What follows belongs to an exercise in optimizing a design on an open flow for small area and few clock cycles per item; a production flow would make more cautious choices. Where RTL was checked, it was by simulation tests only, not by an equivalence proof against the original.

==> v3 <==
## ascon_enc
module ascon_enc(
	input [127:0] i_data,
	input [127:0] i_n,
	input [127:0] i_k,
	input clk,
	input i_rst,
	input i_start,
	input [15:0] i_a_len,
	input [15:0] i_m_len,
	output reg o_nxt_data,
	output reg o_c,
	output reg [127:0] o_data,
	output reg o_fin
	);
	localparam [63:0] IV = 64'h80800c0800000000;
	localparam [2:0] M_IDLE  = 3'd0;
	localparam [2:0] M_INIT  = 3'd1;
	localparam [2:0] M_AD    = 3'd2;
	localparam [2:0] M_PT    = 3'd3;
	localparam [2:0] M_FINAL = 3'd4;
	localparam [2:0] M_FIN   = 3'd5;
	reg [2:0] mode, mode_nxt;
	reg [1:0] grp, grp_nxt;          
	reg [319:0] s;                   
	reg [127:0] key;
	reg [15:0] cnt, cnt_nxt;         
	reg [15:0] mlen;
	wire idle = (mode == M_IDLE);
	wire cnt_one = (cnt == 16'd1);
	wire cnt_two = (cnt == 16'd2);
	reg absorb, key_in, key_out, dom_sep;
	always @(*) begin
		mode_nxt = mode;
		grp_nxt = grp;
		cnt_nxt = cnt;
		absorb = 1'b0;
		key_in = 1'b0;
		key_out = 1'b0;
		dom_sep = 1'b0;
		o_nxt_data = 1'b0;
		o_c = 1'b0;
		o_fin = 1'b0;
		case (mode)
			M_IDLE: begin
				grp_nxt = 2'd0;
				if (i_start) begin
					mode_nxt = M_INIT;
					grp_nxt = 2'd1;
				end
			end
			M_INIT: begin
				if (grp == 2'd1) begin
					grp_nxt = 2'd2;
				end else begin
					key_out = 1'b1;
					o_nxt_data = 1'b1;
					mode_nxt = M_AD;
					grp_nxt = 2'd1;
				end
			end
			M_AD: begin
				if (grp == 2'd1) begin
					absorb = 1'b1;
					grp_nxt = 2'd2;
				end else begin
					o_nxt_data = 1'b1;
					grp_nxt = 2'd1;
					if (cnt_one) begin
						dom_sep = 1'b1;
						mode_nxt = M_PT;
						cnt_nxt = mlen;
					end else begin
						cnt_nxt = cnt - 16'd1;
					end
				end
			end
			M_PT: begin
				if (grp == 2'd1) begin
					absorb = 1'b1;
					o_c = 1'b1;
					grp_nxt = 2'd2;
				end else begin
					o_nxt_data = 1'b1;
					cnt_nxt = cnt - 16'd1;
					if (cnt_two) begin
						mode_nxt = M_FINAL;
						grp_nxt = 2'd0;
					end else begin
  ...
==> module ascon_enc, before the edit <==
module ascon_enc(
	input [127:0] i_data,
	input [127:0] i_n,
	input [127:0] i_k,
	input clk,
	input i_rst,
	input i_start,
	input [15:0] i_a_len,
	input [15:0] i_m_len,
	output reg o_nxt_data,
	output reg o_c,
	output reg [127:0] o_data,
	output reg o_fin
	);
	localparam [63:0] IV = 64'h80800c0800000000;
	localparam [2:0] M_IDLE  = 3'd0;
	localparam [2:0] M_INIT  = 3'd1;
	localparam [2:0] M_AD    = 3'd2;
	localparam [2:0] M_PT    = 3'd3;
	localparam [2:0] M_FINAL = 3'd4;
	localparam [2:0] M_FIN   = 3'd5;
	reg [2:0] mode, mode_nxt;
	reg [1:0] grp, grp_nxt;          
	reg [319:0] s;                   
	reg [127:0] key;
	reg [15:0] cnt, cnt_nxt;         
	reg [15:0] mlen;
	wire idle = (mode == M_IDLE);
	wire cnt_one = (cnt == 16'd1);
	wire cnt_two = (cnt == 16'd2);
	reg absorb, key_in, key_out, dom_sep;
	always @(*) begin
		mode_nxt = mode;
		grp_nxt = grp;
		cnt_nxt = cnt;
		absorb = 1'b0;
		key_in = 1'b0;
		key_out = 1'b0;
		dom_sep = 1'b0;
		o_nxt_data = 1'b0;
		o_c = 1'b0;
		o_fin = 1'b0;
		case (mode)
			M_IDLE: begin
				grp_nxt = 2'd0;
				if (i_start) begin
					mode_nxt = M_INIT;
					grp_nxt = 2'd1;
				end
			end
			M_INIT: begin
				if (grp == 2'd1) begin
					grp_nxt = 2'd2;
				end else begin
					key_out = 1'b1;
					o_nxt_data = 1'b1;
					mode_nxt = M_AD;
					grp_nxt = 2'd1;
				end
			end
			M_AD: begin
				if (grp == 2'd1) begin
					absorb = 1'b1;
					grp_nxt = 2'd2;
				end else begin
					o_nxt_data = 1'b1;
					grp_nxt = 2'd1;
					if (cnt_one) begin
						dom_sep = 1'b1;
						mode_nxt = M_PT;
						cnt_nxt = mlen;
					end else begin
						cnt_nxt = cnt - 16'd1;
					end
				end
			end
			M_PT: begin
				if (grp == 2'd1) begin
					absorb = 1'b1;
					o_c = 1'b1;
					grp_nxt = 2'd2;
				end else begin
					o_nxt_data = 1'b1;
					cnt_nxt = cnt - 16'd1;
					if (cnt_two) begin
						mode_nxt = M_FINAL;
						grp_nxt = 2'd0;
					end else begin
						grp_nxt = 2'd1;
					end
				end
			end
			M_FINAL: begin
				if (grp == 2'd0) begin
					absorb = 1'b1;
					o_c = 1'b1;
					key_in = 1'b1;
					grp_nxt = 2'd1;
				end else if (grp == 2'd1) begin
					grp_nxt = 2'd2;
				end else begin
					key_out = 1'b1;
					mode_nxt = M_FIN;
					grp_nxt = 2'd0;
				end
			end
			M_FIN: begin
				o_fin = 1'b1;
				mode_nxt = M_IDLE;
				grp_nxt = 2'd0;
			end
			default: begin
				mode_nxt = M_IDLE;
				grp_nxt = 2'd0;
			end
		endcase
	end
	wire [127:0] c_blk = s[319:192] ^ i_data;
	wire [319:0] p_in = idle ? {IV, i_k, i_n} :
		{absorb ? c_blk : s[319:192],
		 s[191:64] ^ (key_in ? key : 128'd0),
		 s[63:0]};
	wire [319:0] p_out;
	ascon_round4 perm (.i_s(p_in), .i_grp(grp), .o_s(p_out));
	always @(*) begin
		if (o_fin) o_data = s[127:0];
		else o_data = c_blk;
	end
	always @(posedge clk) begin
		s <= p_out ^ {192'd0, key_out ? key : 128'd0} ^ {319'd0, dom_sep};
		if (idle) begin
			key <= i_k;
			mlen <= i_m_len;
		end
		cnt <= idle ? i_a_len : cnt_nxt;
	end
	always @(posedge clk or negedge i_rst) begin
		if (~i_rst) begin
			mode <= M_IDLE;
			grp <= 2'd0;
		end else begin
			mode <= mode_nxt;
			grp <= grp_nxt;
		end
	end
endmodule
==> module ascon_round4, before the edit <==
module ascon_round4(
	input [319:0] i_s,
	input [1:0] i_grp,
	output [319:0] o_s
	);
	reg [31:0] rc;
	always @(*) begin
		case (i_grp)
			2'd0: rc = 32'hf0e1d2c3;
			2'd1: rc = 32'hb4a59687;
			default: rc = 32'h78695a4b;
		endcase
	end
	wire [319:0] s1, s2, s3;
	ascon_round r0 (.i_s(i_s), .i_c(rc[31:24]), .o_s(s1));
	ascon_round r1 (.i_s(s1),  .i_c(rc[23:16]), .o_s(s2));
	ascon_round r2 (.i_s(s2),  .i_c(rc[15:8]),  .o_s(s3));
	ascon_round r3 (.i_s(s3),  .i_c(rc[7:0]),   .o_s(o_s));
endmodule
export LEC_CHECK = 0
export CAP_MARGIN = 40
export CORE_MARGIN = 2
export CORE_UTILIZATION = 40
export SLEW_MARGIN = 40
create_clock -name core_clock -period 10.0 [get_ports {clk}]
run.sh (not shown) runs the stock make flow with config.mk's settings and CLKGATE_MAP_FILE= SYNTH_SCRIPT=/design/flow/synth_recipe.tcl, a recipe that flattens the netlist after the stock synthesis.
==> v29 (differences from v3) <==
--- a/flow/design.v
+++ b/flow/design.v
@@ -23,20 +23,20 @@
 	reg [1:0] grp, grp_nxt;          
 	reg [319:0] s;                   
 	reg [127:0] key;
+	reg [127:0] blk;                 
 	reg [15:0] cnt, cnt_nxt;         
 	reg [15:0] mlen;
-	wire idle = (mode == M_IDLE);
+	reg idle;        
+	reg absorb;      
+	reg key_in;      
+	reg key_out;     
+	reg dom_sep;     
 	wire cnt_one = (cnt == 16'd1);
 	wire cnt_two = (cnt == 16'd2);
-	reg absorb, key_in, key_out, dom_sep;
 	always @(*) begin
 		mode_nxt = mode;
 		grp_nxt = grp;
 		cnt_nxt = cnt;
-		absorb = 1'b0;
-		key_in = 1'b0;
-		key_out = 1'b0;
-		dom_sep = 1'b0;
 		o_nxt_data = 1'b0;
 		o_c = 1'b0;
 		o_fin = 1'b0;
@@ -45,28 +45,26 @@
 				grp_nxt = 2'd0;
 				if (i_start) begin
 					mode_nxt = M_INIT;
-					grp_nxt = 2'd1;
 				end
 			end
 			M_INIT: begin
-				if (grp == 2'd1) begin
+				if (grp == 2'd0) begin
+					grp_nxt = 2'd1;
+				end else if (grp == 2'd1) begin
+					o_nxt_data = 1'b1;
 					grp_nxt = 2'd2;
 				end else begin
-					key_out = 1'b1;
-					o_nxt_data = 1'b1;
 					mode_nxt = M_AD;
 					grp_nxt = 2'd1;
 				end
 			end
 			M_AD: begin
 				if (grp == 2'd1) begin
-					absorb = 1'b1;
+					o_nxt_data = 1'b1;
 					grp_nxt = 2'd2;
 				end else begin
-					o_nxt_data = 1'b1;
 					grp_nxt = 2'd1;
 					if (cnt_one) begin
-						dom_sep = 1'b1;
 						mode_nxt = M_PT;
 						cnt_nxt = mlen;
 					end else begin
@@ -76,14 +74,13 @@
 			end
 			M_PT: begin
 				if (grp == 2'd1) begin
-					absorb = 1'b1;
 					o_c = 1'b1;
+					o_nxt_data = 1'b1;
 					grp_nxt = 2'd2;
 				end else begin
-					o_nxt_data = 1'b1;
 					cnt_nxt = cnt - 16'd1;
 					if (cnt_two) begin
-						mode_nxt = M_FINAL;
+							mode_nxt = M_FINAL;
 						grp_nxt = 2'd0;
 					end else begin
 						grp_nxt = 2'd1;
@@ -92,14 +89,11 @@
 			end
 			M_FINAL: begin
 				if (grp == 2'd0) begin
-					absorb = 1'b1;
 					o_c = 1'b1;
-					key_in = 1'b1;
 					grp_nxt = 2'd1;
 				end else if (grp == 2'd1) begin
 					grp_nxt = 2'd2;
 				end else begin
-					key_out = 1'b1;
 					mode_nxt = M_FIN;
 					grp_nxt = 2'd0;
 				end
@@ -115,19 +109,19 @@
 			end
 		endcase
 	end
-	wire [127:0] c_blk = s[319:192] ^ i_data;
-	wire [319:0] p_in = idle ? {IV, i_k, i_n} :
-		{absorb ? c_blk : s[319:192],
-		 s[191:64] ^ (key_in ? key : 128'd0),
-		 s[63:0]};
+	wire [319:0] p_in = {s[319:192] ^ (blk & {128{absorb}}), s[191:0]};
 	wire [319:0] p_out;
 	ascon_round4 perm (.i_s(p_in), .i_grp(grp), .o_s(p_out));
 	always @(*) begin
 		if (o_fin) o_data = s[127:0];
-		else o_data = c_blk;
+		else o_data = p_in[319:192];
 	end
+	wire [319:0] kmask = {128'd0,
+		key & {128{key_in}}, 64'd0} ^ {192'd0, key & {128{key_out}}};
 	always @(posedge clk) begin
-		s <= p_out ^ {192'd0, key_out ? key : 128'd0} ^ {319'd0, dom_sep};
+		if (idle) s <= {IV, i_k, i_n};
+		else s <= p_out ^ kmask ^ {319'd0, dom_sep};
+		blk <= i_data;
 		if (idle) begin
 			key <= i_k;
 			mlen <= i_m_len;
@@ -138,9 +132,19 @@
 		if (~i_rst) begin
 			mode <= M_IDLE;
 			grp <= 2'd0;
+			idle <= 1'b1;
+			absorb <= 1'b0;
+			key_in <= 1'b0;
+			key_out <= 1'b0;
+			dom_sep <= 1'b0;
 		end else begin
 			mode <= mode_nxt;
 			grp <= grp_nxt;
+			idle <= (mode_nxt == M_IDLE);
+			absorb <= (mode == M_INIT || mode == M_AD || mode == M_PT) && grp == 2'd2;
+			key_in <= (mode == M_PT) && grp == 2'd1 && cnt_two;
+			key_out <= (mode == M_INIT || mode == M_FINAL) && grp == 2'd1;
+			dom_sep <= (mode == M_AD) && grp == 2'd1 && cnt_one;
 		end
 	end
 endmodule
--- a/flow/config.mk
+++ b/flow/config.mk
@@ -8,4 +8,5 @@
 export CAP_MARGIN = 40
 export CORE_MARGIN = 2
 export CORE_UTILIZATION = 40
+export GPL_TIMING_DRIVEN = 0
 export SLEW_MARGIN = 40
==> v21 (differences from v3) <==
==> flow/design.v (replaced) <==
module ascon_enc(
	input [127:0] i_data,
	input [127:0] i_n,
	input [127:0] i_k,
	input clk,
	input i_rst,
	input i_start,
	input [15:0] i_a_len,
	input [15:0] i_m_len,
	output reg o_nxt_data,
	output reg o_c,
	output reg [127:0] o_data,
	output reg o_fin
	);
	localparam [63:0] IV = 64'h80800c0800000000;
	localparam [2:0] M_IDLE  = 3'd0;
	localparam [2:0] M_INIT  = 3'd1;
	localparam [2:0] M_AD    = 3'd2;
	localparam [2:0] M_PT    = 3'd3;
	localparam [2:0] M_FINAL = 3'd4;
	reg [2:0] mode, mode_nxt;
	reg [2:0] ph, ph_nxt;            
	reg [319:0] s;                   
	reg [127:0] key;
	reg [15:0] cnt, cnt_nxt;         
	reg [15:0] mlen;
	reg absorb;                      
	reg idle;                        
	wire cnt_one = (cnt == 16'd1);
	wire cnt_two = (cnt == 16'd2);
	reg key_in, key_out, dom_sep;
	always @(*) begin
		mode_nxt = mode;
		ph_nxt = ph;
		cnt_nxt = cnt;
		key_in = 1'b0;
		key_out = 1'b0;
		dom_sep = 1'b0;
		o_nxt_data = 1'b0;
		o_c = 1'b0;
		o_fin = 1'b0;
		case (mode)
			M_IDLE: begin
				ph_nxt = 3'd0;
				if (i_start) begin
					mode_nxt = M_INIT;
					ph_nxt = 3'd1;
				end
			end
			M_INIT: begin
				ph_nxt = ph + 3'd1;
				if (ph == 3'd4) o_nxt_data = 1'b1;
				if (ph == 3'd5) begin
					key_out = 1'b1;
					mode_nxt = M_AD;
					ph_nxt = 3'd2;
				end
			end
			M_AD: begin
				ph_nxt = ph + 3'd1;
				if (ph == 3'd4) o_nxt_data = 1'b1;
				if (ph == 3'd5) begin
					ph_nxt = 3'd2;
					if (cnt_one) begin
						dom_sep = 1'b1;
						mode_nxt = M_PT;
						cnt_nxt = mlen;
					end else begin
						cnt_nxt = cnt - 16'd1;
					end
				end
			end
			M_PT: begin
				ph_nxt = ph + 3'd1;
				if (ph == 3'd2) o_c = 1'b1;
				if (ph == 3'd4) o_nxt_data = 1'b1;
				if (ph == 3'd5) begin
					cnt_nxt = cnt - 16'd1;
					if (cnt_two) begin
						key_in = 1'b1;
						mode_nxt = M_FINAL;
						ph_nxt = 3'd0;
					end else begin
						ph_nxt = 3'd2;
					end
				end
			end
			M_FINAL: begin
				ph_nxt = ph + 3'd1;
				if (ph == 3'd0) o_c = 1'b1;
				if (ph == 3'd5) begin
					key_out = 1'b1;
					o_fin = 1'b1;
					mode_nxt = M_IDLE;
					ph_nxt = 3'd0;
				end
			end
			default: begin
				mode_nxt = M_IDLE;
				ph_nxt = 3'd0;
			end
		endcase
	end
	wire [319:0] p_out;
	wire [319:0] p_in = idle ? {IV, i_k, i_n} : s;
	ascon_round2 perm (.i_s(p_in), .i_ph(ph), .o_s(p_out));
	wire [319:0] mask = {i_data & {128{absorb}},
		key & {128{key_in}}, 64'd0}
		^ {192'd0, key & {128{key_out}}}
		^ {319'd0, dom_sep};
	wire [319:0] s_nxt = p_out ^ mask;
	always @(*) begin
		if (o_fin) o_data = s_nxt[127:0];
		else o_data = s[319:192];
	end
	always @(posedge clk) begin
		s <= s_nxt;
		if (idle) begin
			key <= i_k;
			mlen <= i_m_len;
		end
		cnt <= idle ? i_a_len : cnt_nxt;
	end
	always @(posedge clk or negedge i_rst) begin
		if (~i_rst) begin
			mode <= M_IDLE;
			ph <= 3'd0;
			absorb <= 1'b0;
			idle <= 1'b1;
		end else begin
			mode <= mode_nxt;
			ph <= ph_nxt;
			absorb <= o_nxt_data;
			idle <= (mode_nxt == M_IDLE);
		end
	end
endmodule
module ascon_round2(
	input [319:0] i_s,
	input [2:0] i_ph,
	output [319:0] o_s
	);
	reg [15:0] rc;
	always @(*) begin
		case (i_ph)
			3'd0: rc = 16'hf0e1;
			3'd1: rc = 16'hd2c3;
			3'd2: rc = 16'hb4a5;
			3'd3: rc = 16'h9687;
			3'd4: rc = 16'h7869;
			default: rc = 16'h5a4b;
		endcase
	end
	wire [319:0] s1;
	ascon_round r0 (.i_s(i_s), .i_c(rc[15:8]), .o_s(s1));
	ascon_round r1 (.i_s(s1),  .i_c(rc[7:0]),  .o_s(o_s));
endmodule
module ascon_round(
	input [319:0] i_s,
	input [7:0] i_c,
	output [319:0] o_s
	);
	wire [63:0] x0 = i_s[319:256];
	wire [63:0] x1 = i_s[255:192];
	wire [63:0] x2 = i_s[191:128] ^ {56'd0, i_c};
	wire [63:0] x3 = i_s[127:64];
	wire [63:0] x4 = i_s[63:0];
	wire [63:0] a0 = x0 ^ x4;
	wire [63:0] a2 = x2 ^ x1;
	wire [63:0] a4 = x4 ^ x3;
	wire [63:0] b0 = a0 ^ (~x1 & a2);
	wire [63:0] b1 = x1 ^ (~a2 & x3);
	wire [63:0] b2 = a2 ^ (~x3 & a4);
	wire [63:0] b3 = x3 ^ (~a4 & a0);
	wire [63:0] b4 = a4 ^ (~a0 & x1);
	wire [63:0] t0 = b0 ^ b4;
	wire [63:0] t1 = b1 ^ b0;
	wire [63:0] t2 = ~b2;
	wire [63:0] t3 = b3 ^ b2;
	wire [63:0] t4 = b4;
	assign o_s[319:256] = t0 ^ {t0[18:0], t0[63:19]} ^ {t0[27:0], t0[63:28]};
	assign o_s[255:192] = t1 ^ {t1[60:0], t1[63:61]} ^ {t1[38:0], t1[63:39]};
	assign o_s[191:128] = t2 ^ {t2[ 1:0], t2[63: 1]} ^ {t2[ 5:0], t2[63: 6]};
	assign o_s[127:64]  = t3 ^ {t3[ 9:0], t3[63:10]} ^ {t3[16:0], t3[63:17]};
	assign o_s[63:0]    = t4 ^ {t4[ 6:0], t4[63: 7]} ^ {t4[40:0], t4[63:41]};
endmodule
==> flow/flow/run.sh (new file) <==
#!/bin/bash
# Standard ORFS layout (standard.sh), except that synthesis maps cells with an
# area-oriented ABC script and without full-adder extraction, and the port
# buffers are the smallest buffer cell.
set -euo pipefail
here=$(pwd)
sed -e "s#SYNTH_SCRIPT=[^ ]*#SYNTH_SCRIPT=$here/flow/synth_area.tcl ADDER_MAP_FILE= 'BUFFER_PORTS_ARGS=-buffer_cell sky130_fd_sc_hd__buf_1'#" standard.sh > flow_standard.sh
bash flow_standard.sh > flow_make.log 2>&1
==> flow/flow/abc_nf.script (new file) <==
strash
&get -n
&st
&dch
&nf -R 1000
&put
==> flow/flow/synth_area.tcl (new file) <==
# The standard synthesis (synth_recipe.tcl), with ABC's cell mapping done by
# an area-oriented script (abc_nf.script) instead of ORFS's speed script.
set ::area_abc_script [file join [file dirname [file normalize [info script]]] abc_nf.script]
proc abc {args} {
  set i [lsearch -exact $args -script]
  if { $i >= 0 } { lset args [expr { $i + 1 }] $::area_abc_script }
  set i [lsearch -exact $args -D]
  if { $i >= 0 } { lset args [expr { $i + 1 }] 10000 }
  yosys abc {*}$args
}
source [file join [file dirname [file dirname [file normalize [info script]]]] synth_recipe.tcl]
==> flow/standard.sh (new file) <==
#!/bin/bash
# synth_recipe.tcl (not shown) runs the flow's synth.tcl, then flattens the netlist and writes it again
# the make line also repeats each setting of config.mk as NAME=value (left out here)
make -C /OpenROAD-flow-scripts/flow DESIGN_CONFIG=/design/flow/config.mk WORK_HOME=/design/flow/orfs CLKGATE_MAP_FILE= SYNTH_SCRIPT=/design/flow/synth_recipe.tcl "${@:-finish}"
--- a/flow/config.mk
+++ b/flow/config.mk
@@ -5,7 +5,9 @@
 export SDC_FILE = /design/flow/constraint.sdc
 export NUM_CORES = 4
 export LEC_CHECK = 0
-export CAP_MARGIN = 40
+export CAP_MARGIN = 30
 export CORE_MARGIN = 2
 export CORE_UTILIZATION = 40
-export SLEW_MARGIN = 40
+export GPL_TIMING_DRIVEN = 0
+export SETUP_SLACK_MARGIN = 0.3
+export SLEW_MARGIN = 30
removed: flow/run.sh
==> notes <==
v29 finished but failed the layout checks on negative setup slack. v21 completed without violations. v3 finished but fails on negative setup slack.
Synthesized cell count: v3 > v29 > v21.
Global-route usage, highest first: v3, v29, v21.
In v3 the cell count is larger than in v21, by about 110%.
The lowest register-to-register slack belongs to v29, the highest to v21.
In v21 the die area is lower than in v3, by 49%.
Of v21 and v3, v3 has the higher first-iteration DRC count (gap 73%, measured against v3).
==> figures <==
quantity                                                                 v3         v21                       v29
Run status                                         finished with violations  no timing/DRC/antenna violations  finished with violations
Layout check failures                                  negative setup slack           -      negative setup slack
Global routing usage on met3                                          37.4%       9.50%                     32.1%
Cell Area, Placed                                                124000 µm²   54100 µm²                108000 µm²
Startpoint class of the critical path                         primary input        flop                      flop
Share of cell area taken by muxes after synthesis                     2.44%       7.86%                     4.51%
Total routed wirelength                                              730 mm      271 mm                    688 mm
Die extent in y                                                      483 µm      344 µm                    485 µm
First drt pass iteration count                                           12           6                         9
Final worst path period share                                          103%       98.4%                      105%
Met3 routed wirelength                                               127 mm     27.1 mm                    113 mm
Standard cell core area                                          228000 µm²  115000 µm²                230000 µm²
Diode insertion count for antenna repair                                 73          17                        32
Sequential share of cell area                                         8.95%       19.6%                     11.8%
Routed length on met2                                                261 mm      114 mm                    254 mm
Clock latency (worst-skew pair)                                      700 ps      690 ps                    750 ps
Testbench counts of v21, summed over its fixed seeds: cycles 9,824, messages 256.
Function not checked in v3 and v29: the RTL went through the layout flow alone.

[afterwards: timing with drivers on the ports]
How much do the figures lean on ideal ports? The routed layouts below were timed once more, with nothing changed but the port constraints.
Step 1 (the two cells are an assumption about what drives the block):
set clk [get_ports {clk}]
set_driving_cell -lib_cell sky130_fd_sc_hd__clkbuf_16 $clk
set_driving_cell -lib_cell sky130_fd_sc_hd__buf_2 [delete_from_list [all_inputs] $clk]
Step 2 times the ports against the registers' clock, not the clock port: input delays grow and output delays shrink by t, the midpoint of the rising clock arrivals with the driver on.
a / b / c = ideal ports / drivers / drivers and shift; a / b = the first two.
run | t (ns) | slack for setup (ns) | worst setup path after step 2 | pins driven straight from the clock port
v3 | 0.758 | -0.313 / -0.288 / -1.013 | input to register | 1
v29 | 0.804 | -0.532 / -0.532 / -0.532 | register to register | 1
v21 | 0.754 | 0.165 / 0.089 / 0.717 | input to output | 1
For v3, which loses most, drivers alone change the setup slack by +0.025 ns; drivers and shift together by -0.700 ns.
